This is an optimization exercise on Yosys and OpenROAD, whose aim is small area and few clock cycles, not a production implementation.
Only simulation tests tie the RTL to the original design; equivalence was not proved.
No activity file was given, so power comes from the tool's default toggle rates.

--- flow/run.sh ---
#!/bin/bash
# synth_recipe.tcl (not shown) runs the flow's synth.tcl, then flattens the netlist and writes it again
# the make line also repeats each setting of config.mk as NAME=value (left out here)
make -C /OpenROAD-flow-scripts/flow DESIGN_CONFIG=/design/flow/config.mk WORK_HOME=/design/flow/orfs CLKGATE_MAP_FILE= SYNTH_SCRIPT=/design/flow/synth_recipe.tcl finish
--- flow/constraint.sdc ---
create_clock -name core_clock -period 10.0 [get_ports {clk}]
set_input_delay 2.0000 -clock core_clock [delete_from_list [all_inputs] [get_ports {clk}]]
set_output_delay 2.0000 -clock core_clock [all_outputs]
set_load 0.01 [all_outputs]
--- flow/config.mk ---
export PLATFORM = sky130hd
export DESIGN_NAME = Apply
export DESIGN_NICKNAME = Apply
export VERILOG_FILES = /design/flow/design.v
export SDC_FILE = /design/flow/constraint.sdc
export NUM_CORES = 4
export LEC_CHECK = 0
export CAP_MARGIN = 20
export CORE_MARGIN = 2
export CORE_UTILIZATION = 40
export CTS_BUF_LIST = sky130_fd_sc_hd__clkbuf_16
export CTS_CLUSTER_DIAMETER = 100
export CTS_CLUSTER_SIZE = 24
export PLACE_DENSITY = 0.6
export SLEW_MARGIN = 20
--- flow/design.v ---
`timescale 10 ns / 10 ns
module BufferedPipeline #(parameter
		DATA_END = 0
	)(
		input wire validIn,  
		input wire [DATA_END:0] dataIn,  
		input wire busyIn,	  
		input wire validOut,  
		output wire busyOut,  
		output wire [DATA_END:0] currentData,  
		output wire validData,  
		output wire memoryTransfer,  
		input clk,
		input reset
	);
reg [DATA_END:0] inputData,storedData;
reg validInput,validStored;
assign busyOut = validStored;  
assign validData = validInput;
assign currentData = inputData;  
assign memoryTransfer = (validOut & !busyIn);  
always @(posedge clk)
begin
	if(!validInput)  
	begin
		if(validIn)
		begin
			inputData <= dataIn;
			validInput <= 1'b1;
		end
	end
	else if(memoryTransfer)  
	begin
		if(validStored)  
		begin
			inputData <= storedData;
			storedData <= 0;  
			validStored <= 1'b0;
		end
		else if(validIn)  
		begin
			inputData <= dataIn;
			validInput <= 1'b1;  
		end
		else 
		begin
			validInput <= 1'b0;  
			inputData <= 0;
		end
	end
	else if(validIn & !validStored)  
	begin
		storedData <= dataIn;
		validStored <= 1'b1; 
	end
	if(reset)
	begin
		validInput <= 1'b0;
		validStored <= 1'b0;
		inputData <= 0;
		storedData <= 0;
	end
end
endmodule
module MultiCycleBufferedPipeline #(parameter
		DATA_END = 0,
		MAXIMUM_CYCLES_BITS = 8
	)(
		input wire validIn,
		input wire [DATA_END:0] dataIn,
		input wire busyIn,
		output wire busyOut,
		output wire [DATA_END:0] currentData,
		output wire validData,
		output wire [MAXIMUM_CYCLES_BITS-1:0] currentCycles,
		input  wire [MAXIMUM_CYCLES_BITS-1:0] maximumCycles,
		input wire increment,		 
		output wire memoryTransfer,  
		output wire earlyEnd,
		output wire validOut, 		 
		input clk,
		input reset
	);
reg [MAXIMUM_CYCLES_BITS-1:0] cycleCounter;
assign currentCycles = cycleCounter;
assign validOut = (validData & (earlyEnd | (cycleCounter == maximumCycles)));
assign earlyEnd = ((cycleCounter + 1 == maximumCycles) & increment & !busyIn);
BufferedPipeline #(.DATA_END(DATA_END)) pipeline(
		.validIn(validIn),
		.dataIn(dataIn),
		.busyIn(busyIn),
		.validOut(earlyEnd | validOut),  
		.busyOut(busyOut),
		.currentData(currentData),
		.validData(validData),
		.memoryTransfer(memoryTransfer),
		.clk(clk),
		.reset(reset)
	);
always @(posedge clk)
begin
	if(increment)
	begin
		cycleCounter <= cycleCounter + 1;
	end
	if(reset | memoryTransfer | earlyEnd)  
	begin
		cycleCounter <= 0;
	end
end
endmodule
module FSMBufferedPipeline #(parameter
		DATA_END = 0,
		MAXIMUM_STATE_BITS = 8
	)(
		input wire validIn,
		input wire [DATA_END:0] dataIn,
		input wire busyIn,
		output wire busyOut,
		output wire [DATA_END:0] currentData,
		output wire validData,
		output reg [MAXIMUM_STATE_BITS-1:0] currentState,
		input  wire [MAXIMUM_STATE_BITS-1:0] nextState,
		output wire memoryTransfer,  
		input wire validOut,
		input clk,
		input reset
	);
BufferedPipeline #(.DATA_END(DATA_END)) pipeline(
		.validIn(validIn),
		.dataIn(dataIn),
		.busyIn(busyIn),
		.validOut(validOut), 
		.busyOut(busyOut),
		.currentData(currentData),
		.validData(validData),
		.memoryTransfer(memoryTransfer),
		.clk(clk),
		.reset(reset)
	);
wire cannotProgress = (validOut & busyIn);
always @(posedge clk)
begin
	if(validData & !cannotProgress)  
	begin
		currentState <= nextState;
	end
	if(reset)
	begin
		currentState <= 0;
	end
end
endmodule
`timescale 10 ns / 10 ns
module AndTerminalCase(
		input wire [29:0] f,
		input wire [29:0] g,
		output wire hit,
		output reg [29:0] result
	);
wire equal_f_zero,equal_g_zero,equal_negate,equal_f_g,equal_g_one,equal_f_one;
assign equal_f_zero = (f == 30'h3fffffff);
assign equal_g_zero = (g == 30'h3fffffff);
assign equal_negate = ((f[29:1] == g[29:1] && f[0] != g[0]));
assign equal_f_g = (f == g);
assign equal_g_one = (g == 30'h3ffffffe);
assign equal_f_one = (f == 30'h3ffffffe);
wire return_zero,return_f,return_g;
assign return_zero = (equal_f_zero | equal_g_zero | equal_negate);
assign return_f = (equal_f_g | equal_g_one);
assign return_g = equal_f_one;
assign hit = (return_zero | return_f | return_g);
always @*
begin
	casez({return_zero,return_f,return_g})  
	3'b000: begin
		result = 30'h00000000;  
	end
	3'b001: begin
		result = g;
	end
	3'b01?: begin
		result = f;
	end
	3'b1??: begin
		result = 30'h3fffffff;
	end
	endcase
end
endmodule
`timescale 10 ns / 10 ns
module ExistTerminalCase(
		input wire [29:0] f,
		input wire [10-1:0] top,
		input wire [10-1:0] cubeLastVar,
		output wire hit,
		output wire [29:0] result
	);
wire topBigger,equal_f_zero,equal_f_one;
assign topBigger = (top > cubeLastVar);
assign equal_f_zero = (f == 30'h3fffffff);
assign equal_f_one = (f == 30'h3ffffffe);
assign hit = (topBigger | equal_f_zero | equal_f_one);
assign result = f;
endmodule
module ExistTerminalCaseNoVar(
		input wire [29:0] f,
		output wire hit,
		output wire [29:0] result
	);
wire equal_f_zero,equal_f_one;
assign equal_f_zero = (f == 30'h3fffffff);
assign equal_f_one = (f == 30'h3ffffffe);
assign hit = (equal_f_zero | equal_f_one);
assign result = f;
endmodule
`timescale 10 ns / 10 ns
module AbstractTerminalCase(
		input wire [29:0] f,
		input wire [29:0] g,
		output wire hit,
		output wire [29:0] result
	);
wire equal_f_zero,equal_g_zero,equal_negate,equal_f_one,equal_g_one;
assign equal_f_zero = (f == 30'h3fffffff);
assign equal_g_zero = (g == 30'h3fffffff);
assign equal_negate = ((f[29:1] == g[29:1] && f[0] != g[0]));
assign equal_f_one = (f == 30'h3ffffffe);
assign equal_g_one = (g == 30'h3ffffffe);
wire return_zero,return_one;
assign return_zero = (equal_f_zero | equal_g_zero | equal_negate);
assign return_one = (equal_f_one && equal_g_one);
assign hit = (return_zero | return_one);
assign result = return_one ? 30'h3ffffffe : 30'h3fffffff;
endmodule
`timescale 10 ns / 10 ns
module ApplySimpleCasesNoVar(
		input wire [(2-1):0] typeIn,
		input wire [29:0] f,
		input wire [29:0] g,
		output reg [(2-1):0] outType,
		output reg [29:0] outF,
		output reg [29:0] outG,
		output reg hit,
		output reg [29:0] result
	);
wire equal_f_one,equal_f_g,equal_g_one;
assign equal_f_one = (f == 30'h3ffffffe);
assign equal_f_g = (f == g);
assign equal_g_one = (g == 30'h3ffffffe);
wire typeEqualAbstract,transformExistG,transformExistF;
assign typeEqualAbstract = (typeIn == 2);
assign transformExistG = (equal_f_one | equal_f_g);
assign transformExistF = equal_g_one;
reg checkExistGSimpleCase;
always @*
begin
	checkExistGSimpleCase = 0;
	casez({typeEqualAbstract,transformExistG,transformExistF})
	4'b11?: begin
		checkExistGSimpleCase = 1;
		outF = g;
		outG = 30'h3fffffff;  
		outType = 1;
	end
	4'b101:begin
		outF = f; 
		outG = 30'h3fffffff;  
		outType = 1;
	end
	default:begin
		outF = f;
		outG = g;
		outType = typeIn;
	end
	endcase
end
wire andHit;
wire [29:0] andResult;
AndTerminalCase terminalAnd(
		.f(f),
		.g(g),
		.hit(andHit),
		.result(andResult));
wire existHit;
wire [29:0] existResult;
ExistTerminalCaseNoVar terminalExist(
		.f(f),
		.hit(existHit),
		.result(existResult));
wire transformedExistHit;
wire [29:0] transformedExistResult;
ExistTerminalCaseNoVar transformedTerminalExist(  
		.f(g),
		.hit(transformedExistHit),
		.result(transformedExistResult));
wire abstractHit;
wire [29:0] abstractResult;
AbstractTerminalCase terminalAbstract(
		.f(f),
		.g(g),
		.hit(abstractHit),
		.result(abstractResult));
wire existFinalHit;
wire [29:0] existFinalResult;
assign existFinalHit = (checkExistGSimpleCase ? transformedExistHit : existHit);
assign existFinalResult = (checkExistGSimpleCase ? transformedExistResult : existResult);
always @*
begin
	case(typeIn)
		0:begin
			hit = andHit;
			result = andResult;
		end
		1:begin
			hit = existFinalHit;
			result = existFinalResult;
		end
		2:begin
			hit = abstractHit;
			result = abstractResult;
		end
		3:begin
			hit = (f == 30'h3fffffff | f == 30'h3ffffffe);
			result = f;
		end
		default:begin
			hit = 1'b0;
			result = 30'h00000000;  
		end
	endcase
end
endmodule
`timescale 10 ns / 10 ns
module ApplySimpleCases(
		input wire [(2-1):0] typeIn,
		input wire [29:0] f,
		input wire [29:0] g,
		input wire [10-1:0] top,
		input wire [10-1:0] cubeLastVar,
		output reg [(2-1):0]  outType,
		output reg [29:0] outF,
		output reg [29:0] outG,
		output reg hit,
		output reg [29:0] result
	);
wire topBigger,equal_f_one,equal_f_g,equal_g_one;
assign topBigger = (top > cubeLastVar);
assign equal_f_one = (f == 30'h3ffffffe);
assign equal_f_g = (f == g);
assign equal_g_one = (g == 30'h3ffffffe);
wire typeEqualAbstract,transformAnd,transformExistG,transformExistF;
assign typeEqualAbstract = (typeIn == 2);
assign transformAnd = topBigger;
assign transformExistG = (equal_f_one | equal_f_g);
assign transformExistF = equal_g_one;
reg checkExistGSimpleCase;
always @*
begin
	checkExistGSimpleCase = 0;
	casez({typeEqualAbstract,transformAnd,transformExistG,transformExistF})
	4'b11??: begin
		outF = f;
		outG = g;
		outType = 0;
	end
	4'b101?: begin
		checkExistGSimpleCase = 1;
		outF = g;
		outG = 30'h3fffffff;  
		outType = 1;
	end
	4'b1001:begin
		outF = f; 
		outG = 30'h3fffffff;  
		outType = 1;
	end
	default:begin
		outF = f;
		outG = g;
		outType = typeIn;
	end
	endcase
end
wire andHit;
wire [29:0] andResult;
AndTerminalCase terminalAnd(
		.f(f),
		.g(g),
		.hit(andHit),
		.result(andResult));
wire existHit;
wire [29:0] existResult;
ExistTerminalCase terminalExist(
		.f(f),
		.top(top),
		.cubeLastVar(cubeLastVar),
		.hit(existHit),
		.result(existResult));
wire transformedExistHit;
wire [29:0] transformedExistResult;
ExistTerminalCase transformedTerminalExist(  
		.f(g),
		.top(top),
		.cubeLastVar(cubeLastVar),
		.hit(transformedExistHit),
		.result(transformedExistResult));
wire abstractHit;
wire [29:0] abstractResult;
AbstractTerminalCase terminalAbstract(
		.f(f),
		.g(g),
		.hit(abstractHit),
		.result(abstractResult));
wire existFinalHit;
wire [29:0] existFinalResult;
assign existFinalHit = (checkExistGSimpleCase ? transformedExistHit : existHit);
assign existFinalResult = (checkExistGSimpleCase ? transformedExistResult : existResult);
always @*
begin
	case(typeIn)
		0:begin
			hit = andHit;
			result = andResult;
		end
		1:begin
			hit = existFinalHit;
			result = existFinalResult;
		end
		2:begin
			hit = abstractHit;
			result = abstractResult;
		end
		3:begin
			hit = (f == 30'h3fffffff | f == 30'h3ffffffe);
			result = f;
		end
		default:begin
			hit = 1'b0;
			result = 30'h00000000;  
		end
	endcase
end
endmodule
`timescale 10 ns / 10 ns
module Apply (
		input wire [29:0] f,
		input wire [29:0] g,
		input wire [(2-1):0]  typeIn,
		input wire valid,
		input wire negate,
		input [2:0] index,
		output wire applyBusy,
		output wire simpleCaseHit,
		output wire [29:0] simpleCaseResult,
		output wire [29:0] fn,
		output wire [29:0] fnv,
		output wire [29:0] gn,
		output wire [29:0] gnv,
		output wire quantifyOut,
		output wire [29:0] outF,
		output wire [29:0] outG,
		output wire [(2-1):0] outType,
		output wire [10-1:0] topOut,
		output wire validOut,
		output wire negateOut,
		input wire applyBusyIn,
		output wire [2:0] outIndex,
		input wire insertValueIntoSimpleCache,
		input wire [18-1:0] simpleCacheIndex,
		input wire [2-1:0] simpleCacheValue,
		input wire [15:0] avs_config_address,
		input wire avs_config_write,
		input wire [31:0] avs_config_writedata,
		input wire avs_config_read,
		output wire [31:0] avs_config_readdata,
		output wire avs_config_readdatavalid,
		output wire avs_config_waitrequest,
		output reg [127:0] aso_var_request_data,
		input wire aso_var_request_ready,
		output reg aso_var_request_valid,
		output reg [127:0] aso_node_request_data,
		input wire aso_node_request_ready,
		output reg aso_node_request_valid,
		output reg [127:0] aso_cache_request_data,
		input wire aso_cache_request_ready,
		output reg aso_cache_request_valid,
		input wire [95:0] asi_result_data,
		input wire [1:0] asi_result_channel,
		output wire asi_result_ready,
		input wire asi_result_valid,
		input wire [15:0] asi_var_data,
		output wire asi_var_ready,
		input wire asi_var_valid,
		input wire clk,
		input wire reset
	);
localparam LN = 3;        
localparam NSLOT = 1 << LN;
localparam LD = 2;        
localparam ND = 1 << LD;
assign avs_config_waitrequest = 1'b0;
assign asi_var_ready = 1'b1;
assign asi_result_ready = 1'b1;
reg [10-1:0] cubeLastVar;
reg [31:0] quantify [1:0];
reg [1:0] simpleCache [63:0];
reg [10-1:0] nextVar [63:0];
always @(posedge clk)
begin
	if(insertValueIntoSimpleCache)
		simpleCache[simpleCacheIndex[5:0]] <= simpleCacheValue;
end
wire cfgNext = (avs_config_address[15:8] != 0);
wire cfgQuant = !cfgNext & avs_config_address[7];
wire cfgCube = (avs_config_address == 16'd5);
always @(posedge clk)
begin
	if(avs_config_write)
	begin
		if(cfgNext)
			nextVar[avs_config_address[5:0]] <= avs_config_writedata[9:0];
		else if(cfgQuant)
			quantify[avs_config_address[0]] <= avs_config_writedata;
		else if(cfgCube)
			cubeLastVar <= avs_config_writedata[9:0];
	end
end
wire [10-1:0] vTop;
wire [5:0] tableAddr = avs_config_read ? {(cfgQuant ? avs_config_address[0] : avs_config_address[5]), avs_config_address[4:0]} : vTop[5:0];
wire [10-1:0] nextVarRead = nextVar[tableAddr];
wire [31:0] quantWord = quantify[tableAddr[5]];
wire quantBit = quantWord[vTop[4:0]];
reg readValid;
reg [31:0] readData;
always @(posedge clk)
begin
	readValid <= avs_config_read & (cfgNext | cfgQuant | cfgCube);
	if(cfgNext)
		readData <= {22'b0, nextVarRead};
	else if(cfgQuant)
		readData <= quantWord;
	else
		readData <= {22'b0, cubeLastVar};
	if(reset)
		readValid <= 1'b0;
end
assign avs_config_readdata = readData;
assign avs_config_readdatavalid = readValid;
wire [29:0] sF [0:NSLOT-1];   
wire [29:0] sG [0:NSLOT-1];
wire [(2-1):0] sTy [0:NSLOT-1];   
wire sNeg [0:NSLOT-1];
wire [2:0] sIdx [0:NSLOT-1];
wire [10-1:0] sTop [0:NSLOT-1];   
wire sFF [0:NSLOT-1];
wire sFG [0:NSLOT-1];
wire sTB [0:NSLOT-1];             
wire sQ [0:NSLOT-1];
wire sHit [0:NSLOT-1];            
wire sHitC [0:NSLOT-1];           
wire sAlloc [0:NSLOT-1];
wire sVDone [0:NSLOT-1];
wire sPDone [0:NSLOT-1];
wire sCPend [0:NSLOT-1];
reg [LN-1:0] tail, head, pvp;
wire cAns = asi_result_valid & (asi_result_channel == 2'b10);
localparam [29:0] ZERO = 30'h3fffffff;
localparam [29:0] ONE = 30'h3ffffffe;
reg s1v, s1st;
reg [29:0] s1f, s1g;
reg [(2-1):0] s1ty;
reg s1neg;
reg [2:0] s1idx;
wire eqFZ = (s1f == ZERO);
wire eqGZ = (s1g == ZERO);
wire eqFO = (s1f == ONE);
wire eqGO = (s1g == ONE);
wire eqFG = (s1f == s1g);
wire eqNeg = (s1f[29:1] == s1g[29:1] && s1f[0] != s1g[0]);
reg s1_hit;
reg [29:0] s1_result, s1_fOut, s1_gOut;
reg [(2-1):0] s1_type;
always @*
begin
	s1_hit = 1'b0;
	s1_result = s1f;
	s1_type = s1ty;
	s1_fOut = s1f;
	s1_gOut = s1g;
	case(s1ty)
	0: begin
		s1_hit = eqFZ | eqGZ | eqNeg | eqFG | eqGO | eqFO;
		s1_result = (eqFZ | eqGZ | eqNeg) ? ZERO : (eqFG | eqGO) ? s1f : s1g;
	end
	2: begin
		s1_hit = eqFZ | eqGZ | eqNeg | (eqFO & eqGO);
		s1_result = (eqFO & eqGO) ? ONE : ZERO;
		if(eqFO | eqFG)
		begin
			s1_type = 1;
			s1_fOut = s1g;
			s1_gOut = ZERO;
		end
		else if(eqGO)
		begin
			s1_type = 1;
			s1_gOut = ZERO;
		end
	end
	default: begin  
		s1_hit = eqFZ | eqFO;
	end
	endcase
end
wire s1_need2 = !s1_type[0];     
wire s1_swap = s1_need2 & (s1f > s1g);
wire [29:0] s1_finalF = s1_swap ? s1_gOut : s1_fOut;
wire [29:0] s1_finalG = s1_swap ? s1_fOut : s1_gOut;
reg [LN:0] tq [0:NSLOT-1];
reg [LN-1:0] tqHead, tqTail;
wire robFull = sAlloc[tail];
reg s1push, s1done;
always @*
begin
	s1push = 1'b0;
	s1done = 1'b0;
	aso_var_request_valid = 1'b0;
	aso_var_request_data = 0;
	aso_var_request_data[2:0] = 3'b010;
	aso_var_request_data[31:3] = s1st ? s1_finalG[29:1] : s1_finalF[29:1];
	if(s1v)
	begin
		if(!s1st)
		begin
			if(s1_hit)
			begin
				s1push = !robFull & !cAns;
				s1done = !robFull & !cAns;
			end
			else
			begin
				aso_var_request_valid = !robFull & !cAns;
				if(aso_var_request_ready & !robFull & !cAns)
				begin
					s1push = 1'b1;
					s1done = !s1_need2;
				end
			end
		end
		else
		begin
			aso_var_request_valid = 1'b1;
			s1done = aso_var_request_ready;
		end
	end
end
assign applyBusy = s1v & !s1done;
always @(posedge clk)
begin
	if(s1push & !s1done)
		s1st <= 1'b1;
	if(s1done)
	begin
		s1v <= 1'b0;
		s1st <= 1'b0;
	end
	if(valid & !applyBusy)
	begin
		s1v <= 1'b1;
		s1st <= 1'b0;
		s1f <= f;
		s1g <= g;
		s1ty <= typeIn;
		s1neg <= negate;
		s1idx <= index;
	end
	if(reset)
	begin
		s1v <= 1'b0;
		s1st <= 1'b0;
	end
end
reg vFirst;
reg [10-1:0] vTmp;
wire [LN-1:0] vSlot = tq[tqHead][LN-1:0];
wire vNeed2 = tq[tqHead][LN];
wire vLast = asi_var_valid & (!vNeed2 | vFirst);
wire [10-1:0] vF = vNeed2 ? vTmp : asi_var_data[9:0];
wire [10-1:0] vG = vNeed2 ? asi_var_data[9:0] : 10'h3ff;
assign vTop = (vF < vG) ? vF : vG;
wire vTB = (vTop > cubeLastVar);
wire [(2-1):0] vTy = sTy[vSlot];
wire vQ = quantBit & ((vTy == 1) | ((vTy == 2) & !vTB));
wire [10-1:0] vTopOut = (vTy == 3) ? nextVarRead : vTop;
always @(posedge clk)
begin
	if(asi_var_valid & vNeed2 & !vFirst)
	begin
		vFirst <= 1'b1;
		vTmp <= asi_var_data[9:0];
	end
	if(vLast)
	begin
		vFirst <= 1'b0;
		tqHead <= tqHead + 1'b1;
	end
	if(s1push & !s1_hit)
	begin
		tq[tqTail] <= {s1_need2, tail};
		tqTail <= tqTail + 1'b1;
	end
	if(reset)
	begin
		vFirst <= 1'b0;
		tqHead <= 0;
		tqTail <= 0;
	end
end
wire [LN-1:0] cSlot;
wire [LN-1:0] rdSlot = cAns ? cSlot : pvp;
wire pValid = sAlloc[pvp] & !sPDone[pvp] & !cAns;
wire [29:0] pF = sF[rdSlot];
wire [29:0] pG = sG[rdSlot];
wire [(2-1):0] pTy1 = sTy[rdSlot];
wire pTB = sTB[rdSlot];
wire pQ = sQ[rdSlot];
wire pFF = sFF[rdSlot];
wire pFG = sFG[rdSlot];
wire pHit3 = (pTy1 == 1) & pTB;
wire [(2-1):0] pTy = ((pTy1 == 2) & pTB) ? 0 : pTy1;
wire [18-1:0] pHash = ((pF + pG + pTy) ^ pQ);
wire [1:0] pSimpleHash = ((^pF) * 2 + (^pG) + pTy + pQ);
wire pNeedC = (pSimpleHash == simpleCache[pHash[5:0]]);
reg [LN-1:0] cq [0:NSLOT-1];
reg [LN-1:0] cqHead, cqTail;
reg [LD:0] nCredit;     
wire nSpace = (nCredit != ND);
reg pCDone, pNFDone, pNGDone, pEval, pNeedCR;
reg [18-1:0] pHashR;
reg pAdvance, pCIssue, pNIssue, pNIsF, pFirst;
wire pNodesDone = (!pFF | pNFDone | (pNIssue & pNIsF)) &
                  (!pFG | pNGDone | (pNIssue & !pNIsF));
always @*
begin
	pAdvance = 1'b0;
	pCIssue = 1'b0;
	pNIssue = 1'b0;
	pFirst = 1'b0;
	pNIsF = pFF & !pNFDone;
	aso_cache_request_valid = 1'b0;
	aso_cache_request_data = 0;
	aso_cache_request_data[2:0] = 3'b011;
	aso_cache_request_data[3+18-1:3] = pHashR;
	aso_node_request_valid = 1'b0;
	aso_node_request_data = 0;
	aso_node_request_data[2:0] = 3'b001;
	aso_node_request_data[31:3] = pNIsF ? pF[29:1] : pG[29:1];
	if(pValid)
	begin
		if(sHit[pvp] | (sVDone[pvp] & pHit3))
			pAdvance = 1'b1;
		else if(sVDone[pvp])
		begin
			pFirst = !pEval;
			aso_cache_request_valid = pEval & pNeedCR & !pCDone;
			pCIssue = aso_cache_request_valid & aso_cache_request_ready;
			aso_node_request_valid = ((pFF & !pNFDone) | (pFG & !pNGDone)) & nSpace;
			pNIssue = aso_node_request_valid & aso_node_request_ready;
			pAdvance = (pEval ? (!pNeedCR | pCDone | pCIssue) : !pNeedC) & pNodesDone;
		end
	end
end
always @(posedge clk)
begin
	if(pFirst)
	begin
		pEval <= 1'b1;
		pNeedCR <= pNeedC;
		pHashR <= pHash;
	end
	if(pCIssue)
	begin
		pCDone <= 1'b1;
		cq[cqTail] <= pvp;
		cqTail <= cqTail + 1'b1;
	end
	if(pNIssue)
	begin
		if(pNIsF)
			pNFDone <= 1'b1;
		else
			pNGDone <= 1'b1;
	end
	if(cAns)
		cqHead <= cqHead + 1'b1;
	if(pAdvance)
	begin
		pvp <= pvp + 1'b1;
		pEval <= 1'b0;
		pCDone <= 1'b0;
		pNFDone <= 1'b0;
		pNGDone <= 1'b0;
	end
	if(reset)
	begin
		pvp <= 0;
		pEval <= 1'b0;
		pCDone <= 1'b0;
		pNFDone <= 1'b0;
		pNGDone <= 1'b0;
		cqHead <= 0;
		cqTail <= 0;
	end
end
assign cSlot = cq[cqHead];
wire [29:0] fBus = cAns ? asi_result_data[93:64] : (s1_hit ? s1_result : s1_finalF);
wire cEqual = (pF == asi_result_data[29:0]) & (pG == asi_result_data[61:32]) &
              (pTy == asi_result_data[95:94]) & (pQ == asi_result_data[30]);
wire nAns = asi_result_valid & (asi_result_channel == 2'b01);
reg [59:0] nBuf [0:ND-1];
reg [LD-1:0] nHead, nTail;
reg [LD:0] nCount;      
always @(posedge clk)
begin
	if(nAns)
	begin
		nBuf[nTail] <= {asi_result_data[61:32], asi_result_data[29:0]};
		nTail <= nTail + 1'b1;
	end
	if(reset)
		nTail <= 0;
end
wire [29:0] hF = sF[head];
wire [29:0] hG = sG[head];
wire [(2-1):0] hTy1 = sTy[head];
wire hTB = sTB[head];
wire hHit = sHit[head] | ((hTy1 == 1) & hTB);
wire hFF = sFF[head];
wire hFG = sFG[head];
wire [1:0] hNeed = hHit ? 2'd0 : ({1'b0, hFF} + {1'b0, hFG});
wire [LD:0] nAvail = nCount + nAns;
wire hReady = sAlloc[head] & sPDone[head] & !sCPend[head] & (nAvail >= {{(LD-1){1'b0}}, hNeed});
assign validOut = hReady;
wire deliver = hReady & !applyBusyIn;
wire [59:0] nLive = {asi_result_data[61:32], asi_result_data[29:0]};
wire [59:0] n0 = (nCount == 0) ? nLive : nBuf[nHead];
wire [59:0] n1 = (nCount == 1) ? nLive : nBuf[nHead + 1'b1];
wire [59:0] fNode = hFF ? n0 : {hF, hF};
wire [59:0] gNode = hFG ? (hFF ? n1 : n0) : {hG, hG};
wire fNeg = hFF & hF[0];
wire gNeg = hFG & hG[0];
assign simpleCaseHit = hHit | sHitC[head];
assign simpleCaseResult = hF;
assign fn = {fNode[59:31], fNode[30] ^ fNeg};
assign fnv = {fNode[29:1], fNode[0] ^ fNeg};
assign gn = {gNode[59:31], gNode[30] ^ gNeg};
assign gnv = {gNode[29:1], gNode[0] ^ gNeg};
assign quantifyOut = sQ[head];
assign outF = hF;
assign outG = hG;
assign outType = ((hTy1 == 2) & hTB) ? 0 : hTy1;
assign topOut = sTop[head];
assign negateOut = sNeg[head];
assign outIndex = sIdx[head];
wire [1:0] nPop = deliver ? hNeed : 2'd0;
always @(posedge clk)
begin
	nHead <= nHead + nPop;
	nCount <= nCount + nAns - nPop;
	nCredit <= nCredit + pNIssue - nPop;
	if(deliver)
		head <= head + 1'b1;
	if(s1push)
		tail <= tail + 1'b1;
	if(reset)
	begin
		nHead <= 0;
		nCount <= 0;
		nCredit <= 0;
		head <= 0;
		tail <= 0;
	end
end
genvar i;
generate
for(i = 0; i < NSLOT; i = i + 1)
begin : slot
	wire pushHere = s1push & (tail == i);
	wire varHere = vLast & (vSlot == i);
	wire cacheHere = cAns & (cSlot == i);
	reg [29:0] rF, rG;
	reg [(2-1):0] rTy;
	reg rNeg, rFF, rFG, rTB, rQ, rHit, rHitC, rAlloc, rVDone, rPDone, rCPend;
	reg [2:0] rIdx;
	reg [10-1:0] rTop;
	assign sF[i] = rF;
	assign sG[i] = rG;
	assign sTy[i] = rTy;
	assign sNeg[i] = rNeg;
	assign sIdx[i] = rIdx;
	assign sTop[i] = rTop;
	assign sFF[i] = rFF;
	assign sFG[i] = rFG;
	assign sTB[i] = rTB;
	assign sQ[i] = rQ;
	assign sHit[i] = rHit;
	assign sHitC[i] = rHitC;
	assign sAlloc[i] = rAlloc;
	assign sVDone[i] = rVDone;
	assign sPDone[i] = rPDone;
	assign sCPend[i] = rCPend;
	always @(posedge clk)
	begin
		if(pushHere)
		begin
			rF <= fBus;
			rG <= s1_finalG;
			rTy <= s1_type;
			rNeg <= s1neg;
			rIdx <= s1idx;
			rHit <= s1_hit;
			rHitC <= 1'b0;
			rVDone <= 1'b0;
			rPDone <= 1'b0;
			rCPend <= 1'b0;
			rTB <= 1'b0;
			rAlloc <= 1'b1;
		end
		if(varHere)
		begin
			rTop <= vTopOut;
			rFF <= (vF == vTop);
			rFG <= (vG == vTop);
			rTB <= vTB;
			rQ <= vQ;
			rVDone <= 1'b1;
		end
		if(pFirst & (pvp == i))
			rCPend <= pNeedC;
		if(pAdvance & (pvp == i))
			rPDone <= 1'b1;
		if(cacheHere)
		begin
			rCPend <= 1'b0;
			if(cEqual)
			begin
				rHitC <= 1'b1;
				rF <= fBus;
			end
		end
		if(deliver & (head == i))
			rAlloc <= 1'b0;
		if(reset)
			rAlloc <= 1'b0;
	end
end
endgenerate
endmodule
==> impl_results.md, run 1 <==
* Top cells by area, synth: edfxtp_1, dfxtp_1, mux2_2
* Maximum clock path buffer count at 3
* Antenna Nets Post-Route at 0
* Clk slew on worst S/H paths at roughly 0.1 ns
* Cell area power density at roughly 230 mW/mm2
* Max layer used: met5
* Die Area at 0.243 mm2
* Top FF cell, synth: edfxtp_1
* CTS tree: done
* Worst setup SP type: input pin
* Layout Area Growth over Synthesis at 12.4%
* Height of the die at approximately 490 um
* Sequential share of power at about two fifths
* DR WL met2 at ~150,000 um
* RSZ-0062 raised after global routing: no
* Layout fillers at between 20k and 25k
* Max-slew violation count at 0
* Layout cells sized above 1 at between 10 and 15%
* Tcrit/Tclk final at approximately 93%
* Post-synth design cell area at 0.0955 mm2
* Yosys cell types at around 120
* Min Hold Slack at 0.457 ns
* Final setup violation count at 0
* Final Critical Period at 9.33 ns
* Drt pass-1 iters at 9
* DRC at 0
* Critical setup path kind: input pin to register
* Initial antenna violation count at 24
* Mapped Avg Cell Area at 12.5 um2
* I/O pins at approximately 900
* Outcome: no timing/DRC/antenna violations
* Switching Fraction at around 38%
* CTS root buffer: clkbuf_16
* Async SR Flop Fraction at 0%
* Mapped Cells at around 7.6k
* Slew headroom at 15.9%
* Row count at 179
* GRT Total Usage at about a quarter
* Post-CTS Setup Bufs at 0
* Post-synthesis sequential area ratio at 59.1%
* Max-cap violations at 0
* Routed wire length per instance at 29.9 um
* Total power at roughly 0.024 W
* Most frequent CP cell: buf_4
* DR WL met3 at roughly 37,000 um
* Total wire length at 337,000 um
* Skew-Pair Late Insertion Delay at approximately 0.85 ns
* Synth top area share at approximately 52%
* Die width at around 500 um
* Final Net Count at between 8k and 9k
* First-pass GRT wire length at ~470,000 um
* Port Buf Inserts at 580
* First DRT Iteration DRCs at about 10k
* Most frequent cells in the layout: edfxtp_1, nand2_1, nor2_1
* Largest stage delay on the critical path at 0.83 ns
* H-tree depth at 3
* Vias per cell at 6.01
* Worst min-delay path class: register to register
* HPWL Detailed at ~230,000 um
* Via count at 67.8k
* Crit end category: register
* Slew @ Worst Pin at ~1.3 ns
* Post-cts sizing count at 0
* Seq cells post-synth at 1,998
* Clk_skew at about 0.085 ns
* CORE AREA at 0.238 mm2
* VDD IR max at about 0.0013 V
* Worst endpoint required time at 10.66 ns
* Starting density of the core at 40.2%
* Yosys warning count at 1
* Int Pwr at 0.0149 W
* Final hold vios at 0
* Critical path arrival at about 10 ns
* Largest net degree at the start of global routing at 110
* EDFF count, synth at roughly 1.6k
* Total gr overflow at 0
* Max Freq at roughly 110 MHz
* Critical path fanouts, max at 15
* Yosys top cell by area: edfxtp_1
* Clock power share at around 20%
* NetSw at between 0.009 and 0.01 W
* Most common cell after layout, fill and taps aside: edfxtp_1
* CTS sink cnt at ~2k
* Logic pwr share at 40.5%
* GPL Wtd Cong at roughly 0.95
* Crit-path slowest cell: xnor2_1
* Vias in the first global route at roughly 63k
* TritonCTS Buffers at 99
* Routed met1 length at ~130,000 um
* Leak Pwr at roughly 38 nW
* Hold_buf cts at 0
* Setup TNS at 0 ns
[path summary, 6_finish.rpt]
path                         start  slack (ns)             end  depth (start not counted)
max          asi_result_channel[0]        0.67           pEval                         29
min                 slot[3].rVDone        0.46  slot[3].rVDone                          2
max reg2reg               register        0.99           pEval                         25
min reg2reg         slot[3].rVDone        0.46  slot[3].rVDone                          2
[per-layer routing]
layer	track usage [%]	vias up
met1	36.5	34020
met2	41.6	4184
li1	-	28927
met5	0	-
met4	11.2	14
met3	5.24	651
[power groups by stage]
stage	Combinational (W)	Sequential, W	Clock, W
floorplan	0.00507	0.00978	0
global placement	0.00942	0.00985	0
detailed placement	0.00947	0.00987	0
CTS	0.00951	0.00968	0.00478
global route	0.0101	0.00972	0.00507
finish	0.00982	0.00969	0.00473
[worst max-delay path: cells and delay by family]
family / cells / cell delay (ns)
compound gates: 11 / 2.75
buf+inv: 7 / 1.66
simple gates: 7 / 1.50
fa+ha+maj: 3 / 1.22
xor+xnor: 1 / 0.83
[metrics by stage]
step	cells	util (%)	area, um2	worst slack, ns
final	11281	45.1	107000	0.672
after global routing	11279	45.1	107000	0.513
after CTS	11274	45.1	107000	1.06
after detailed placement	11087	43.8	104000	0.273
after global placement	11087	43.8	104000	0.219
after floorplan	7917	-	96600	1.62
[layout make-up]
type	count	area [um2]	area share, %
multi-input combinational	4952	35400	33.0
inverter	141	538	0.502
antenna	5	12.5	0.0117
sequential	1998	56400	52.6
clock inverter	88	617	0.575
timing repair buffer	831	7800	7.28
clock buffer	99	2480	2.31
tap	3167	3960	3.69
[state kept, by name, indices dropped and copies added, names as in the netlist, 18 cells and up, named ones only]
signal	count
quantify	64
nextVar	640
pHashR	18
s1f	30
readData	32
s1g	30
simpleCache	128
slot.rTop	80
slot.rG	240
tq	32
nBuf	240
slot.rIdx	24
slot.rF	240
cq	24
[synth_stat cells (53+ instances only)]
master	count
buf_1	59
inv_1	135
nand4_1	61
buf_2	73
mux4_2	195
clkbuf_1	315
a22o_1	62
xnor2_1	89
mux2i_1	240
ha_1	116
a222oi_1	95
a31oi_1	134
nand3_1	317
edfxtp_1	1641
nor2_1	576
mux2_2	427
nand2_1	932
buf_4	355
and3_1	71
a21oi_1	294
xor2_1	67
nor3_1	53
dfxtp_1	357
a221oi_1	94
o21ai_0	162
[logic make-up (layout without fill, tap and decap cells)]
family,count (synthesis),after routing,synth area share [%]
AND/OR/NAND/NOR,2188,2188,10.0
flip-flops,1998,1998,59.1
AO/OA/AOI/OAI,1296,1296,9.89
buffers and inverters,967,1159,5.50
multiplexers,874,874,12.3
XOR/XNOR,160,160,1.52
adder cells (fa/ha/maj),123,123,1.66
other,2,316,0.00787
Testbench counts, summed over its fixed seeds: cycles 11,857.
==> inputs of run 2 (changes only) <==
--- a/flow/config.mk
+++ b/flow/config.mk
@@ -12,4 +12,4 @@
 export CTS_CLUSTER_DIAMETER = 100
 export CTS_CLUSTER_SIZE = 24
-export PLACE_DENSITY = 0.6
+export PLACE_DENSITY = 0.7
 export SLEW_MARGIN = 20
==> run 2 against run 1 <==
  * Register-to-register slack better by 0.31 ns
  * Worst hold slack worse by 0.0049 ns
  * Sequential cell count unchanged
  * Final cell count down 0.20%
  * Synthesized cell count unchanged
  * Critical path depth down 2
  * Final area down 0.12%
  * Sequential share of layout area up 0.064 points
  * Power down 3.0%
  * Largest cell class unchanged
==> impl_results.md, run 2 <==
* Skew-Pair Late Insertion Delay at 0.84 ns (was 0.85 ns)
* DRC at 0 (unchanged)
* Final Critical Period at 9.25 ns (was 9.33 ns)
* Outcome: no timing/DRC/antenna violations (unchanged)
* First DRT Iteration DRCs at 10.5k (was 10.0k)
* Maximum clock path buffer count at 3 (unchanged)
* Buf+Inv Stages, Crit Path at 5 (was 7)
* R2r worst-path depth at 23 (was 25)
* Met3 GRT Util at 7.03% (was 5.24%)
* Worst Hold End: slot[7].rVDone (was slot[3].rVDone)
* Setup TNS at 0 ns (unchanged)
* HPWL Detailed at 227,000 um (was 231,000 um)
* Leak Pwr at 37.4 nW (was 37.5 nW)
* CORE AREA at 0.238 mm2 (unchanged)
* Critical path arrival at 9.87 ns (was 9.99 ns)
* Top FF cell, synth: edfxtp_1 (unchanged)
* Layout Area Growth over Synthesis at 12.2% (was 12.4%)
* Mapped Avg Cell Area at 12.5 um2 (unchanged)
* Hold_buf cts at 0 (unchanged)
* GPL Wtd Cong at 0.962 (was 0.950)
* Post-route cell area at 0.107 mm2 (about the same)
* Die width at 493 um (unchanged)
* Routed wire length per instance at 29.3 um (was 29.9 um)
* Hold Path Depth at 2 (unchanged)
* Vias per cell at 6.07 (was 6.01)
* Synth top area share at 51.6% (unchanged)
* Critical setup path kind: input pin to register (unchanged)
* Post-synth top cells: edfxtp_1, nand2_1, nor2_1, mux2_2, dfxtp_1 (unchanged)
* Max reg flops at 640 (unchanged)
* Top cells by area, synth: edfxtp_1, dfxtp_1, mux2_2 (unchanged)
* Mapped Cells at 7,608 (unchanged)
* Critical path fanouts, max at 20 (was 15)
* Starting density of the core at 40.2% (unchanged)
* Layout cells sized above 1 at 14.5% (about the same)
* Total power at 0.0235 W (was 0.0242 W)
* Most frequent CP cell: mux2i_1 (was buf_4)
* Final setup violation count at 0 (unchanged)
* TritonCTS Buffers at 98 (was 99)
* Final core occ at 45.1% (about the same)
* Most common cell after layout, fill and taps aside: edfxtp_1 (unchanged)
* Yosys top cell by area: edfxtp_1 (unchanged)
* Drt pass-1 iters at 8 (was 9)
* GR peak layer: met2 (unchanged)
* Seq cells post-synth at 1,998 (unchanged)
* Port Buf Inserts at 580 (unchanged)
* Largest stage delay on the critical path at 0.77 ns (was 0.83 ns)
* Vias in the first global route at 63.9k (was 63.5k)
* Crit-path slowest cell: o31ai_2 (was xnor2_1)
* CTS sink cnt at 1,998 (unchanged)
* Via count at 68.3k (was 67.8k)
* Most frequent cells in the layout: edfxtp_1, nand2_1, clkdlybuf4s50_1 (was edfxtp_1, nand2_1, nor2_1)
* Yosys warning count at 1 (unchanged)
* Row count at 179 (unchanged)
* I/O pins at 913 (unchanged)
* Antenna Nets Post-Route at 0 (unchanged)
* Worst min-delay path class: register to register (unchanged)
* Top-count cell post-synth: edfxtp_1 (unchanged)
* VDD IR max at 0.000778 V (was 0.00133 V)
* Initial antenna violation count at 35 (was 24)
* Max-cap violations at 0 (unchanged)
* Post-CTS Setup Bufs at 0 (unchanged)
* First-pass GRT wire length at 461,000 um (was 471,000 um)
* GR Util met1 at 34.5% (was 36.5%)
* Async SR Flop Fraction at 0% (unchanged)
* Slew headroom at 15.0% (was 15.9%)
* Placed Area at 0.104 mm2 (about the same)
* Post-synthesis sequential area ratio at 59.1% (unchanged)
* Min-delay src: slot[7].rVDone (was slot[3].rVDone)
* Clk_skew at 0.133 ns (was 0.0853 ns)
* Met2 Track Usage GR at 39.6% (was 41.6%)
* CTS tree: done (unchanged)
* EDFF count, synth at 1,641 (unchanged)
* CTS root buffer: clkbuf_16 (unchanged)
* Max-slew violation count at 0 (unchanged)
* Post-synth design cell area at 0.0955 mm2 (unchanged)
* RSZ-0062 raised after global routing: no (unchanged)
* Slew @ Worst Pin at 1.26 ns (was 1.25 ns)
* CP delay by family, top: compound AO/OA/AOI/OAI gates (unchanged)
* Clk slew on worst S/H paths at 0.10 ns (about the same)
* Worst setup SP type: input pin (unchanged)
* Total gr overflow at 0 (unchanged)
* Post-cts sizing count at 0 (unchanged)
* Tcrit/Tclk final at 92.5% (was 93.3%)
* Reg2reg end: pvp[0] (was pEval)
* Max Freq at 108 MHz (was 107 MHz)
* Final Net Count at 8,392 (was 8,405)
* H-tree depth at 3 (unchanged)
* Final hold vios at 0 (unchanged)
* Crit end category: register (unchanged)
* Height of the die at 493 um (unchanged)
* Yosys cell types at 119 (unchanged)
* R2R Setup Slk at 1.30 ns (was 0.99 ns)
* Total wire length at 330,000 um (was 337,000 um)
* Worst endpoint required time at 10.61 ns (was 10.66 ns)
* GRT Total Usage at 26.0% (was 26.7%)
* Cell area power density at 219 mW/mm2 (was 226 mW/mm2)
* Die Area at 0.243 mm2 (unchanged)
* Largest net degree at the start of global routing at 210 (was 110)
run 2: how the worst max path moves through the flow:
stage                                     start        endpoint  slack [ns]  depth (start not counted)
after floorplan           asi_result_channel[0]  slot[4].rPDone        1.62                         33
after global placement    asi_result_channel[1]          pvp[1]        0.26                         26
after detailed placement  asi_result_channel[1]          pCDone        0.22                         25
after CTS                 asi_result_channel[1]          pvp[0]        1.04                         25
after global routing      asi_result_channel[1]          pvp[1]        0.51                         26
final                     asi_result_channel[0]          pvp[0]        0.75                         27
run 2: worst register-to-register path: cells and delay by family (launching register included):
| kind | cells | cell delay [ns] |
|---|---|---|
| AO/OA/AOI/OAI | 8 | 2.92 |
| AND/OR/NAND/NOR | 6 | 1.31 |
| multiplexers | 2 | 1.08 |
| XOR/XNOR | 2 | 1.02 |
| buffers and inverters | 3 | 0.81 |
| adder cells (fa/ha/maj) | 2 | 0.73 |
| flip-flops | 1 | 0.70 |
run 2: cells by family after synthesis:
logic type | Yosys count | share of synthesized area [%]
AO/OA/AOI/OAI | 1296 | 9.89
XOR/XNOR | 160 | 1.52
adder cells (fa/ha/maj) | 123 | 1.66
buffers and inverters | 967 | 5.50
flip-flops | 1998 | 59.1
multiplexers | 874 | 12.3
other | 2 | 0.00787
AND/OR/NAND/NOR | 2188 | 10.0
run 2: power by group:
group	total [W]	switching, W	internal (W)	leakage (nW)
clock network	0.00459	0.00274	0.00185	1.64
registers	0.00968	0.000244	0.00944	17.7
logic	0.00925	0.00582	0.00342	18.0
run 2: area by class of cell:
type                            instances  area (um2)
Sequential cell                      1998       56400
Clock inverter                         74         526
Multi-Input combinational cell       4952       35400
Clock buffer                           98        2450
Inverter                              141         539
Timing Repair Buffer                  819        7750
Fill cell                           21119      131000
Antenna cell                            9        22.5
Tap cell                             3167        3960
run 2: metrics by stage:
stage	setup WS [ns]	hold WS [ns]	std cells
after detailed placement	0.224	0.436	11076
after global routing	0.509	0.479	11250
after floorplan	1.62	0.422	7917
after global placement	0.259	0.431	11076
final	0.746	0.452	11258
after CTS	1.04	0.450	11248
run 2: metal layers:
layer | routed length, um | up-vias | part of all wire [%]
met5 | 198 | - | 0.060
met4 | 17600 | 30 | 5.3
met3 | 42800 | 812 | 13
met2 | 146000 | 4641 | 44
met1 | 124000 | 33939 | 37
li1 | - | 28875 | -
==> inputs of run 3 (changes only) <==
--- a/flow/config.mk
+++ b/flow/config.mk
@@ -12,4 +12,4 @@
 export CTS_CLUSTER_DIAMETER = 100
 export CTS_CLUSTER_SIZE = 24
-export PLACE_DENSITY = 0.7
+export PLACE_DENSITY = 0.8
 export SLEW_MARGIN = 20
==> run 3 against run 2 <==
  * Largest cell class unchanged
  * Global-route usage fell by 0.21 points
  * Register-to-register slack got worse by 0.13 ns
  * Critical path type unchanged
  * Sequential share of layout area barely moved
  * Final cell count barely moved
  * Worst hold slack improved by 0.0074 ns
  * Fmax rose by 0.45%
==> impl_results.md, run 3 <==
* Layout Area Growth over Synthesis at 12.2% (about the same)
* RSZ-0062 raised after global routing: no (unchanged)
* Clk slew on worst S/H paths at 0.10 ns (about the same)
* Total gr overflow at 0 (unchanged)
* Die width at 493 um (unchanged)
* Clk_skew at 0.117 ns (was 0.133 ns)
* Hold_buf cts at 0 (unchanged)
* Crit-path slowest cell: o31ai_2 (unchanged)
* Post-CTS Setup Bufs at 0 (unchanged)
* Maximum clock path buffer count at 3 (unchanged)
* Vias in the first global route at 65.4k (was 63.9k)
* Top-count cell post-synth: edfxtp_1 (unchanged)
* Height of the die at 493 um (unchanged)
* Most common cell after layout, fill and taps aside: edfxtp_1 (unchanged)
* Top FF cell, synth: edfxtp_1 (unchanged)
* Final Net Count at 8,371 (was 8,392)
* Routed wire length per instance at 29.2 um (was 29.3 um)
* Worst setup SP type: input pin (unchanged)
* Yosys cell types at 119 (unchanged)
* CP delay by family, top: compound AO/OA/AOI/OAI gates (unchanged)
* CTS root buffer: clkbuf_16 (unchanged)
* Starting density of the core at 40.2% (unchanged)
* Post-synth top cells: edfxtp_1, nand2_1, nor2_1, mux2_2, dfxtp_1 (unchanged)
* Post-synthesis sequential area ratio at 59.1% (unchanged)
* EDFF count, synth at 1,641 (unchanged)
* Max-slew violation count at 0 (unchanged)
* Worst min-delay path class: register to register (unchanged)
* VDD IR max at 0.000540 V (was 0.000778 V)
* Top cells by area, synth: edfxtp_1, dfxtp_1, mux2_2 (unchanged)
* Initial antenna violation count at 37 (was 35)
* HPWL Detailed at 227,000 um (about the same)
* First DRT Iteration DRCs at 11.6k (was 10.5k)
* Tcrit/Tclk final at 92.1% (was 92.5%)
* Leak Pwr at 37.3 nW (was 37.4 nW)
* Critical path fanouts, max at 17 (was 20)
* Post-synth design cell area at 0.0955 mm2 (unchanged)
* Synth top area share at 51.6% (unchanged)
* Post-Layout Cell Count at 11.3k (about the same)
* Skew-Pair Late Insertion Delay at 0.85 ns (was 0.84 ns)
* Most frequent cells in the layout: edfxtp_1, nand2_1, clkdlybuf4s50_1 (unchanged)
* Max-cap violations at 0 (unchanged)
* Mapped Cells at 7,608 (unchanged)
* Max reg flops at 640 (unchanged)
* R2R Setup Slk at 1.17 ns (was 1.30 ns)
* Crit end category: register (unchanged)
* Layout fillers at 20.7k (was 21.1k)
* GRT Total Usage at 25.8% (was 26.0%)
* Mapped Avg Cell Area at 12.5 um2 (unchanged)
* Hold Path Depth at 2 (unchanged)
* GPL Wtd Cong at 1.01 (was 0.962)
* Seq cells post-synth at 1,998 (unchanged)
* Antenna Nets Post-Route at 0 (unchanged)
* I/O pins at 913 (unchanged)
* Most frequent CP cell: buf_4 (was mux2i_1)
* Slew @ Worst Pin at 1.28 ns (was 1.26 ns)
* Vias per cell at 6.19 (was 6.07)
* Total wire length at 329,000 um (was 330,000 um)
* Die Area at 0.243 mm2 (unchanged)
* CTS sink cnt at 1,998 (unchanged)
* H-tree depth at 3 (unchanged)
* Final hold vios at 0 (unchanged)
* Yosys warning count at 1 (unchanged)
* Async SR Flop Fraction at 0% (unchanged)
* Worst Hold End: slot[2].rVDone (was slot[7].rVDone)
* Inst Count DP at 11.1k (about the same)
* R2r worst-path depth at 26 (was 23)
* Critical path arrival at 9.85 ns (was 9.87 ns)
* Critical setup path kind: input pin to register (unchanged)
* DRC at 0 (unchanged)
* Yosys top cell by area: edfxtp_1 (unchanged)
* Reg2reg end: pEval (was pvp[0])
* Largest stage delay on the critical path at 0.80 ns (was 0.77 ns)
* Layout cells sized above 1 at 14.3% (was 14.5%)
* CORE AREA at 0.238 mm2 (unchanged)
* Largest net degree at the start of global routing at 95 (was 210)
* Final setup violation count at 0 (unchanged)
* Drt pass-1 iters at 13 (was 8)
* Max Freq at 109 MHz (was 108 MHz)
* Row count at 179 (unchanged)
* Outcome: no timing/DRC/antenna violations (unchanged)
* Slew headroom at 14.5% (was 15.0%)
* Via count at 69.7k (was 68.3k)
* TritonCTS Buffers at 99 (was 98)
* Min-delay src: slot[2].rVDone (was slot[7].rVDone)
* Final Critical Period at 9.21 ns (was 9.25 ns)
* CTS tree: done (unchanged)
* Port Buf Inserts at 580 (unchanged)
* Worst endpoint required time at 10.63 ns (was 10.61 ns)
* Buf+Inv Stages, Crit Path at 7 (was 5)
* Setup TNS at 0 ns (unchanged)
* Critical path depth at 29 (was 27)
* Cell area power density at 219 mW/mm2 (about the same)
* First-pass GRT wire length at 460,000 um (was 461,000 um)
* Post-cts sizing count at 0 (unchanged)
[run 3: report_power, final]
group / switching (W) / internal, W / leakage [nW]
sequential: 0.000252 / 0.00944 / 17.7
combinational: 0.00563 / 0.00341 / 17.9
clock: 0.00279 / 0.00190 / 1.75
total: 0.00868 / 0.0148 / 37.3
[run 3: per-layer routing]
metal | track usage, % | share of wire, % | vias up | wire (um)
li1 | - | - | 28843 | -
met1 | 32.7 | 35 | 33941 | 115000
met2 | 38.9 | 44 | 5770 | 144000
met3 | 7.99 | 14 | 1089 | 47000
met4 | 14.9 | 6.8 | 32 | 22400
met5 | 0 | 0.059 | - | 195
[run 3: cell type report]
type                            instances  area [um2]  area share, %
Inverter                              141         534          0.499
Multi-Input combinational cell       4952       35500           33.1
Antenna cell                           12        30.0         0.0280
Clock inverter                         85         644          0.602
Timing Repair Buffer                  797        7510           7.01
Tap cell                             3167        3960           3.70
Clock buffer                          100        2500           2.34
Sequential cell                      1998       56400           52.7
[run 3: kinds of logic after synthesis]
group / after synthesis / share of synthesized area, %
xor gates and xnor gates: 160 / 1.52
DFF: 1998 / 59.1
adders and majority gates: 123 / 1.66
and+or+nand+nor: 2188 / 10.0
muxes: 874 / 12.3
other: 2 / 0.00787
AOI/OAI and AO/OA: 1296 / 9.89
buffers and inverters: 967 / 5.50
[run 3: worst register-to-register path: stages (launching register included)]
cell,delay [ns]
dfxtp_1,1.01
mux2_2,0.43
mux4_2,0.63
a21oi_4,0.41
nand3_2,0.48
o22ai_1,0.40
o31ai_2,0.24
fa_1,0.60
inv_1,0.05
ha_1,0.21
fa_1,0.47
xnor2_1,0.68
buf_4,0.30
nand3_1,0.16
a31oi_1,0.17
o21ai_0,0.10
o22ai_1,0.13
nor4b_1,0.10
or2_1,0.24
o32ai_1,0.35
buf_4,0.19
a31o_1,0.17
a211oi_2,0.10
buf_4,0.20
o32ai_4,0.56
buf_4,0.27
nor3_2,0.05
[run 3: how the worst max path moves through the flow]
stage          slack, ns              to                   from
3_5_place_dp        0.26           pEval       asi_result_valid
4_1_cts             1.04           pEval       asi_result_valid
2_1_floorplan       1.62  slot[4].rPDone  asi_result_channel[0]
3_3_place_gp        0.32          pvp[1]  asi_result_channel[0]
5_1_grt             0.53          pvp[1]       asi_result_valid
6_report            0.79           pEval       asi_result_valid
[run 3: metrics by stage]
stage	instance area, um2	utilization [%]	total power [W]	setup slack (ns)	hold slack, ns
2_1_floorplan	96600	-	0.0149	1.62	0.422
3_3_place_gp	104000	43.7	0.0184	0.325	0.434
3_5_place_dp	104000	43.7	0.0186	0.259	0.444
4_1_cts	107000	45.0	0.0231	1.04	0.458
5_1_grt	107000	45.1	0.0240	0.533	0.492
6_report	107000	45.1	0.0234	0.787	0.459
==> inputs of run 4 (changes only) <==
--- a/flow/config.mk
+++ b/flow/config.mk
@@ -8,8 +8,8 @@
 export CAP_MARGIN = 20
 export CORE_MARGIN = 2
-export CORE_UTILIZATION = 40
+export CORE_UTILIZATION = 55
 export CTS_BUF_LIST = sky130_fd_sc_hd__clkbuf_16
 export CTS_CLUSTER_DIAMETER = 100
 export CTS_CLUSTER_SIZE = 24
-export PLACE_DENSITY = 0.8
+export PLACE_DENSITY = 0.7
 export SLEW_MARGIN = 20
==> run 4 against run 3 <==
  * Wire length is 3.0% lower
  * Die area is 27% lower
  * Fmax is 1.3% lower
  * Final cell count is 7.7% lower
  * Clock skew is 0.068 ns lower
  * Area after synthesis stayed put
  * Sequential power hardly changed
  * Clock-buffer cell count is 5 lower
  * Via count is 2.0% lower
  * Largest cell class unchanged
  * Highest routed layer unchanged
==> impl_results.md, run 4 <==
* Clock power share at 19.5% (was 20.0%)
* Reg2reg end: pNFDone (was pEval)
* Tcrit/Tclk final at 93.4% (was 92.1%)
* CTS root buffer: clkbuf_16 (unchanged)
* Vias in the first global route at 63.6k (was 65.4k)
* GRT Total Usage at 35.1% (was 25.8%)
* Most frequent cells in the layout: edfxtp_1, nand2_1, clkdlybuf4s50_1 (unchanged)
* Final setup violation count at 0 (unchanged)
* Post-synth top cells: edfxtp_1, nand2_1, nor2_1, mux2_2, dfxtp_1 (unchanged)
* DRC at 0 (unchanged)
* Async SR Flop Fraction at 0% (unchanged)
* Sequential share of power at 42.4% (was 41.4%)
* CORE AREA at 0.172 mm2 (was 0.238 mm2)
* Total power at 0.0228 W (was 0.0234 W)
* XOR/XNOR share of the synthesized area at 1.52% (unchanged)
* Hold_buf cts at 0 (unchanged)
* Leak Pwr at 37.3 nW (about the same)
* VDD IR max at 0.000404 V (was 0.000540 V)
* Outcome: no timing/DRC/antenna violations (unchanged)
* Setup crit start: asi_result_channel[0] (was asi_result_valid)
* CTS tree: done (unchanged)
* GPL Wtd Cong at 0.983 (was 1.01)
* Critical setup path kind: input pin to register (unchanged)
* Total gr overflow at 0 (unchanged)
* TritonCTS Buffers at 94 (was 99)
* Most common cell after layout, fill and taps aside: edfxtp_1 (unchanged)
* Slew headroom at 14.9% (was 14.5%)
* Mux contribution to synthesized area at 12.3% (unchanged)
* Post-Synth Adder-Cell Area at 1.66% (unchanged)
* Post-CTS Setup Bufs at 0 (unchanged)
* Hold Path Depth at 2 (unchanged)
* Top FF cell, synth: edfxtp_1 (unchanged)
* Post-synth design cell area at 0.0955 mm2 (unchanged)
* Multi-input logic area at 0.0354 mm2 (was 0.0355 mm2)
* R2R Setup Slk at 1.04 ns (was 1.17 ns)
* Maximum clock path buffer count at 3 (unchanged)
* Final Critical Period at 9.34 ns (was 9.21 ns)
* Switching Fraction at 36.4% (was 37.0%)
* Min Hold Slack at 0.459 ns (about the same)
* Seq cells post-synth at 1,998 (unchanged)
* Starting density of the core at 55.5% (was 40.2%)
* Worst setup SP type: input pin (unchanged)
* Final Net Count at 8,385 (was 8,371)
* Post-cts sizing count at 0 (unchanged)
* Critical path arrival at 9.97 ns (was 9.85 ns)
* Max Freq at 107 MHz (was 109 MHz)
* Yosys top cell by area: edfxtp_1 (unchanged)
* Yosys warning count at 1 (unchanged)
* Layout cells sized above 1 at 14.3% (about the same)
* I/O pins at 913 (unchanged)
* Largest stage delay on the critical path at 0.63 ns (was 0.80 ns)
* Die width at 421 um (was 493 um)
* Crit end category: register (unchanged)
* Largest net degree at the start of global routing at 154 (was 95)
* Final hold vios at 0 (unchanged)
* Max-slew violation count at 0 (unchanged)
* Combinational family with the most area after synthesis: multiplexers (unchanged)
* Via count at 68.3k (was 69.7k)
* NetSw at 0.00831 W (was 0.00868 W)
* Layout fillers at 13.3k (was 20.7k)
* R2r worst-path depth at 28 (was 26)
* Row count at 152 (was 179)
* Layout Area Growth over Synthesis at 10.8% (was 12.2%)
* Top cells by area, synth: edfxtp_1, dfxtp_1, mux2_2 (unchanged)
* Drt pass-1 iters at 10 (was 13)
* Slew @ Worst Pin at 1.26 ns (was 1.28 ns)
* Most frequent CP cell: buf_4 (unchanged)
* Synth Area in Compound Gates at 9.89% (unchanged)
* Total wire length at 319,000 um (was 329,000 um)
* Worst setup path endpoint: pNFDone (was pEval)
* Max-cap violations at 0 (unchanged)
* Post-synthesis sequential area ratio at 59.1% (unchanged)
* Worst Setup Slack, final at 0.664 ns (was 0.787 ns)
* Yosys cell types at 119 (unchanged)
* First-pass GRT wire length at 449,000 um (was 460,000 um)
* Max reg flops at 640 (unchanged)
* Mapped Cells at 7,608 (unchanged)
* Worst min-delay path class: register to register (unchanged)
* Crit-path slowest cell: o32ai_4 (was o31ai_2)
* Height of the die at 421 um (was 493 um)
* EDFF count, synth at 1,641 (unchanged)
* Int Pwr at 0.0145 W (was 0.0148 W)
* Reg area at 0.0564 mm2 (unchanged)
* Vias per cell at 6.57 (was 6.19)
* Mapped Avg Cell Area at 12.5 um2 (unchanged)
* H-tree depth at 3 (unchanged)
* Clk slew on worst S/H paths at 0.11 ns (was 0.10 ns)
* Port Buf Inserts at 580 (unchanged)
* Worst endpoint required time at 10.63 ns (about the same)
* CTS sink cnt at 1,998 (unchanged)
* Routed wire length per instance at 30.7 um (was 29.2 um)
* HPWL Detailed at 219,000 um (was 227,000 um)
* Place WS at 0.217 ns (was 0.259 ns)
* Clk_skew at 0.0484 ns (was 0.117 ns)
* Die Area at 0.177 mm2 (was 0.243 mm2)
* Initial antenna violation count at 16 (was 37)
* Antenna Nets Post-Route at 0 (unchanged)
* First DRT Iteration DRCs at 10.5k (was 11.6k)
* Synth top area share at 51.6% (unchanged)
* Setup TNS at 0 ns (unchanged)
* Skew-Pair Late Insertion Delay at 0.78 ns (was 0.85 ns)
* Logic pwr share at 38.2% (was 38.6%)
* Cell area power density at 216 mW/mm2 (was 219 mW/mm2)
* Critical path fanouts, max at 15 (was 17)
* Top-count cell post-synth: edfxtp_1 (unchanged)
* Synth Area in Simple Gates at 10.0% (unchanged)
* RSZ-0062 raised after global routing: no (unchanged)
## run 4: power by group through the flow
stage / sequential (W) / clock (W) / combinational [W]
finish: 0.00967 / 0.00445 / 0.00872
global route: 0.00970 / 0.00474 / 0.00908
CTS: 0.00966 / 0.00446 / 0.00849
detailed placement: 0.00985 / 0 / 0.00844
global placement: 0.00983 / 0 / 0.00837
floorplan: 0.00978 / 0 / 0.00507
## run 4: cell families after synthesis
logic type | Yosys count
compound gates | 1296
mux | 874
xor+xnor | 160
flops | 1998
other cells | 2
buf+inv | 967
fa+ha+maj | 123
simple gates | 2188
## run 4: worst min path at each step
stage | start | endpoint
6_report | slot[0].rVDone | slot[0].rVDone
5_1_grt | slot[4].rVDone | slot[4].rVDone
4_1_cts | slot[3].rVDone | slot[3].rVDone
3_5_place_dp | slot[0].rVDone | slot[0].rVDone
3_3_place_gp | slot[4].rVDone | slot[4].rVDone
2_1_floorplan | slot[5].rVDone | slot[5].rVDone
## run 4: metrics by stage
step | instance area (um2) | utilization, % | instances
after floorplan | 96600 | - | 7917
after global placement | 103000 | 59.7 | 10215
after detailed placement | 103000 | 59.7 | 10215
after CTS | 106000 | 61.4 | 10381
after global routing | 106000 | 61.4 | 10385
final | 106000 | 61.4 | 10388
## run 4: critical path: cells and delay by family
family	cells	cell delay, ns
AND/OR/NAND/NOR	8	2.12
adder cells (fa/ha/maj)	3	1.18
XOR/XNOR	1	0.35
AO/OA/AOI/OAI	10	2.45
buffers and inverters	8	1.83
## run 4: area by class of cell
| type | count | share of cell area (%) |
|---|---|---|
| Timing Repair Buffer | 816 | 7.22 |
| Sequential cell | 1998 | 53.4 |
| Clock inverter | 71 | 0.393 |
| Tap cell | 2310 | 2.73 |
| Multi-Input combinational cell | 4952 | 33.5 |
| Antenna cell | 5 | 0.0118 |
| Clock buffer | 95 | 2.25 |
| Inverter | 141 | 0.508 |
## run 4: layer usage
layer | vias up | global-route usage [%] | routed length, um
met3 | 820 | 8.03 | 38900
met1 | 33911 | 47.0 | 117000
met4 | 24 | 19.9 | 20900
met2 | 4660 | 52.8 | 142000
li1 | 28862 | - | -
met5 | - | 0 | 207

afterwards: timing with drivers on the ports:
Ports are ideal in the flow. The routed layouts listed here were re-timed in OpenROAD.
Step 1, drivers: a clkbuf_16 drives clk and a buf_2 each remaining input, both assumed.
Step 2 times the ports against the registers' clock, not the clock port: input delays grow and output delays shrink by t, the midpoint of the rising clock arrivals with the driver on.
Three values: ideal, step 1, step 2; two values: the first two.
run | shift t [ns] | setup WS [ns] | worst setup path after step 2 | pins driven straight from the clock port
run 1 | 0.900 | 0.672 / 0.743 / -0.158 | input to register | 1
run 2 | 0.868 | 0.746 / 0.818 / -0.050 | input to register | 1
run 3 | 0.894 | 0.787 / 0.859 / -0.035 | input to register | 1
run 4 | 0.847 | 0.664 / 0.728 / -0.120 | input to register | 1
Met with ideal ports but missed after step 2: setup timing in every run listed. For run 1, which loses most, drivers alone change the setup slack by +0.071 ns; drivers and shift together by -0.830 ns.
